From an optimization exercise on the open Yosys and OpenROAD flow, aimed at a short achievable clock period and few clock cycles; shortcuts taken in it are not production practice. Power and IR drop assume default switching activity.

Design alu, start of the top module:
module alu(
    output [15:0] data_out,
    output        valid_out,
    output        cmd_out,
    input  [15:0] data_in,
    input         valid_in,
    input         cmd_in,
    output        amm_read,
    output [7:0]  amm_address,
    input  [7:0]  amm_readdata,
    input         amm_waitrequest,
    input  [1:0]  amm_response,
    input clk,
    input rst_n
    );
    reg        idle;         
    reg        inpkt;        
    reg        taking;       
    reg        vo_r, co_r;   
    reg [11:0] do_r;
    reg        ar_r;         
    reg [7:0]  aa_r;
    reg [3:0]  opc;
    reg [5:0]  rem;          
    reg        first;        
    reg        err;
    reg        stopq;        
    reg        killq;        
    reg        b0_ind;       
    reg        first_rd;     
    reg [7:0]  mem [0:63];   
    reg [5:0]  wptr;
    reg [63:0] roh;          
    reg [5:0]  cnt;          
    reg [7:0]  hd;           
    reg [7:0]  cur;          
  ...
For scale: about 2,600 cells after synthesis, roughly 710 flip-flops, roughly 58 I/O pins, roughly 31,000 um2 of cells after synthesis.
==> flow/config.mk <==
export PLATFORM = sky130hd
export DESIGN_NAME = alu
export DESIGN_NICKNAME = alu
export VERILOG_FILES = /design/flow/design.v
export SDC_FILE = /design/flow/constraint.sdc
export NUM_CORES = 4
export LEC_CHECK = 0
export ABC_CLOCK_PERIOD_IN_PS = 2000
export CAP_MARGIN = 20
export CORE_MARGIN = 2
export CORE_UTILIZATION = 40
export PLACE_DENSITY = 0.6
export SETUP_SLACK_MARGIN = 4.6
export SLEW_MARGIN = 20
export TNS_END_PERCENT = 100
==> flow/constraint.sdc <==
create_clock -name core_clock -period 6.5 [get_ports {clk}]
set_input_delay 1.3000 -clock core_clock [delete_from_list [all_inputs] [get_ports {clk}]]
set_output_delay 1.3000 -clock core_clock [all_outputs]
set_load 0.01 [all_outputs]
run.sh (not shown) runs the stock make flow with config.mk's settings and CLKGATE_MAP_FILE= SYNTH_SCRIPT=/design/flow/synth_recipe.tcl, a recipe that flattens the netlist after the stock synthesis.
The first run finished with timing, DRC and antenna clean.
Next try:
--- a/flow/design.v
+++ b/flow/design.v
@@ -23,21 +23,19 @@
     reg [3:0]  opc;
     reg [5:0]  rem;          
     reg        first;        
     reg        err;
     reg        stopq;        
     reg        killq;        
     reg        b0_ind;       
     reg        first_rd;     
     reg [7:0]  mem [0:63];   
-    reg [5:0]  wptr;
-    reg [63:0] roh;          
-    reg [5:0]  cnt;          
+    reg [5:0]  wptr, rptr, rptr1;
     reg [7:0]  hd;           
     reg [7:0]  cur;          
     reg [11:0] sum_s, sum_c;
     reg [7:0]  lor, lxor, lnand;
     reg        hasop;
     reg [7:0]  opa, opb;
     wire [7:0] din    = data_in[7:0];
     wire [1:0] mod    = data_in[9:8];
     wire [3:0] op_in  = data_in[11:8];
@@ -54,38 +52,25 @@
     wire reject   = (nof_in == 6'd0) | (unary_in & (nof_in != 6'd1));
     wire sherr    = shift_in & (nof_in != 6'd2);
     wire rdone  = ar_r & ~amm_waitrequest;
     wire rbad   = rdone & (amm_response != 2'b00);
     wire rgood  = rdone & (amm_response == 2'b00);
     wire push   = ind & ~forb & ~stopq & ~rbad;
     wire kill_n = killq | rbad;
     wire hold    = ar_r & amm_waitrequest;      
     wire free    = ~hold;
-    wire [5:0] cb = idle ? 6'd0 : cnt;
-    wire mne     = (cb != 6'd0);                
-    wire eq1     = (cb == 6'd1);
+    wire mne     = (rptr != wptr);              
+    wire eq1     = (rptr1 == wptr);
     wire issue_m = free & mne & ~kill_n;        
     wire bypass  = free & ~mne & push;          
     wire wr      = push & ~bypass;
     wire rd_next = hold | issue_m | bypass;
     wire [7:0] a_next = hold ? cur : (mne ? hd : din);
-    reg [7:0] m0, m1;
-    integer i;
-    always @(*) begin
-        m0 = 8'h00;
-        m1 = 8'h00;
-        for (i = 0; i < 64; i = i + 1) begin
-            m0 = m0 | ({8{roh[i]}} & mem[i]);
-            m1 = m1 | ({8{roh[i]}} & mem[(i + 1) % 64]);
-        end
-    end
-    wire [5:0] cinc   = cb + 6'd1;
-    wire [5:0] cdec   = cb - 6'd1;
     wire comp     = inpkt & (~taking | last_beat) & ~rd_next;
     wire err_next = err | (ind & forb) | rbad;
     wire        live = ~idle;
     wire [11:0] s0  = live ? sum_s : 12'd0;
     wire [11:0] c0  = live ? sum_c : 12'd0;
     wire [7:0]  rg  = rgood ? amm_readdata : 8'h00;
     wire        rd_a = first_rd & b0_ind;
     wire [11:0] xs = s0 ^ c0 ^ {4'b0, din};
     wire [11:0] xc = {(s0[10:0] & c0[10:0]) | (s0[10:0] & {3'b0, din}) |
@@ -118,22 +103,21 @@
             4'd9: res = {4'b0, opa << opb};
             default: res = 12'h000;
         endcase
     end
     always @(posedge clk) begin
         mem[wptr] <= din;
         cur  <= a_next;
         aa_r <= rd_next ? a_next : 8'h00;
         if (issue_m)
-            hd <= eq1 ? din : m1;
+            hd <= eq1 ? din : mem[rptr1];
         else
-            hd <= mne ? m0 : din;
-        cnt <= wr ? (issue_m ? cb : cinc) : (issue_m ? cdec : cb);
+            hd <= (rptr == wptr) ? din : mem[rptr];
         if (vo_r & co_r) begin
             vo_r <= 1'b1;
             co_r <= 1'b0;
             do_r <= err ? 12'hBAD : res;
         end else begin
             vo_r <= (idle & hdr_in & reject) | comp;
             co_r <= 1'b1;
             do_r <= {7'b0, idle | err_next, idle ? op_in : opc};
         end
@@ -149,31 +133,35 @@
             opc      <= op_in;
             rem      <= nof_in;
             first    <= 1'b1;
             err      <= reject | sherr;
             stopq    <= sherr;
             killq    <= 1'b0;
             b0_ind   <= 1'b0;
             first_rd <= 1'b1;
             wptr     <= 6'd0;
-            roh      <= 64'd1;
+            rptr     <= 6'd0;
+            rptr1    <= 6'd1;
         end else begin
             if (beat) begin
                 rem   <= rem - 6'd1;
                 first <= 1'b0;
                 if (first & (mod == 2'b01)) b0_ind <= 1'b1;
             end
             err <= err_next;
             if ((ind & forb) | rbad) stopq <= 1'b1;
             if (rbad) killq <= 1'b1;
             if (rdone) first_rd <= 1'b0;
             if (wr) wptr <= wptr + 6'd1;
-            if (issue_m) roh <= {roh[62:0], roh[63]};
+            if (issue_m) begin
+                rptr  <= rptr + 6'd1;
+                rptr1 <= rptr1 + 6'd1;
+            end
         end
         if (~rst_n) begin
             idle   <= 1'b1;
             inpkt  <= 1'b0;
             taking <= 1'b0;
             vo_r   <= 1'b0;
             ar_r   <= 1'b0;
         end else begin
             idle   <= (vo_r & ~co_r) | (idle & ~hdr_in);
Routed wire length goes down by 35%.
Cell count goes down by 13%.
Non-clock buffer count goes down by 210.
Combinational power goes down by 76%.
Register-to-register slack is worse by 0.18 ns.
Power goes down by 19%.
Hold slack is worse by 0.019 ns.
Fmax goes down by 5.0%.
Function was not checked in any run of this note: the RTL went through the layout flow alone.

[re-timing with driven ports]
Ports are ideal in the flow. The routed layouts listed here were re-timed in OpenROAD.
Step 1: set_driving_cell puts a clkbuf_16 on clk and a buf_2 on each other input, an assumption about the parent block.
Step 2 moves the port delays by t, midway between the first and last clock arrival at a register: inputs arrive t later, outputs are due t later. That takes back most of the time a late clock gives input paths.
a / b / c = ideal ports / drivers / drivers and shift; a / b = the first two.
| run | shift t [ns] | setup slack, ns | slew at the worst register clock pin (ns) |
|---|---|---|---|
| the first run | 0.712 | 4.084 / 4.023 / 3.383 | 0.07 / 0.07 |
| the second run | 0.686 | 3.958 / 3.958 / 3.439 | 0.07 / 0.07 |
After both steps setup and hold are still met in every run listed. The setup slack of the first run, which loses most, moves by -0.061 ns with the drivers and by -0.701 ns with both steps.
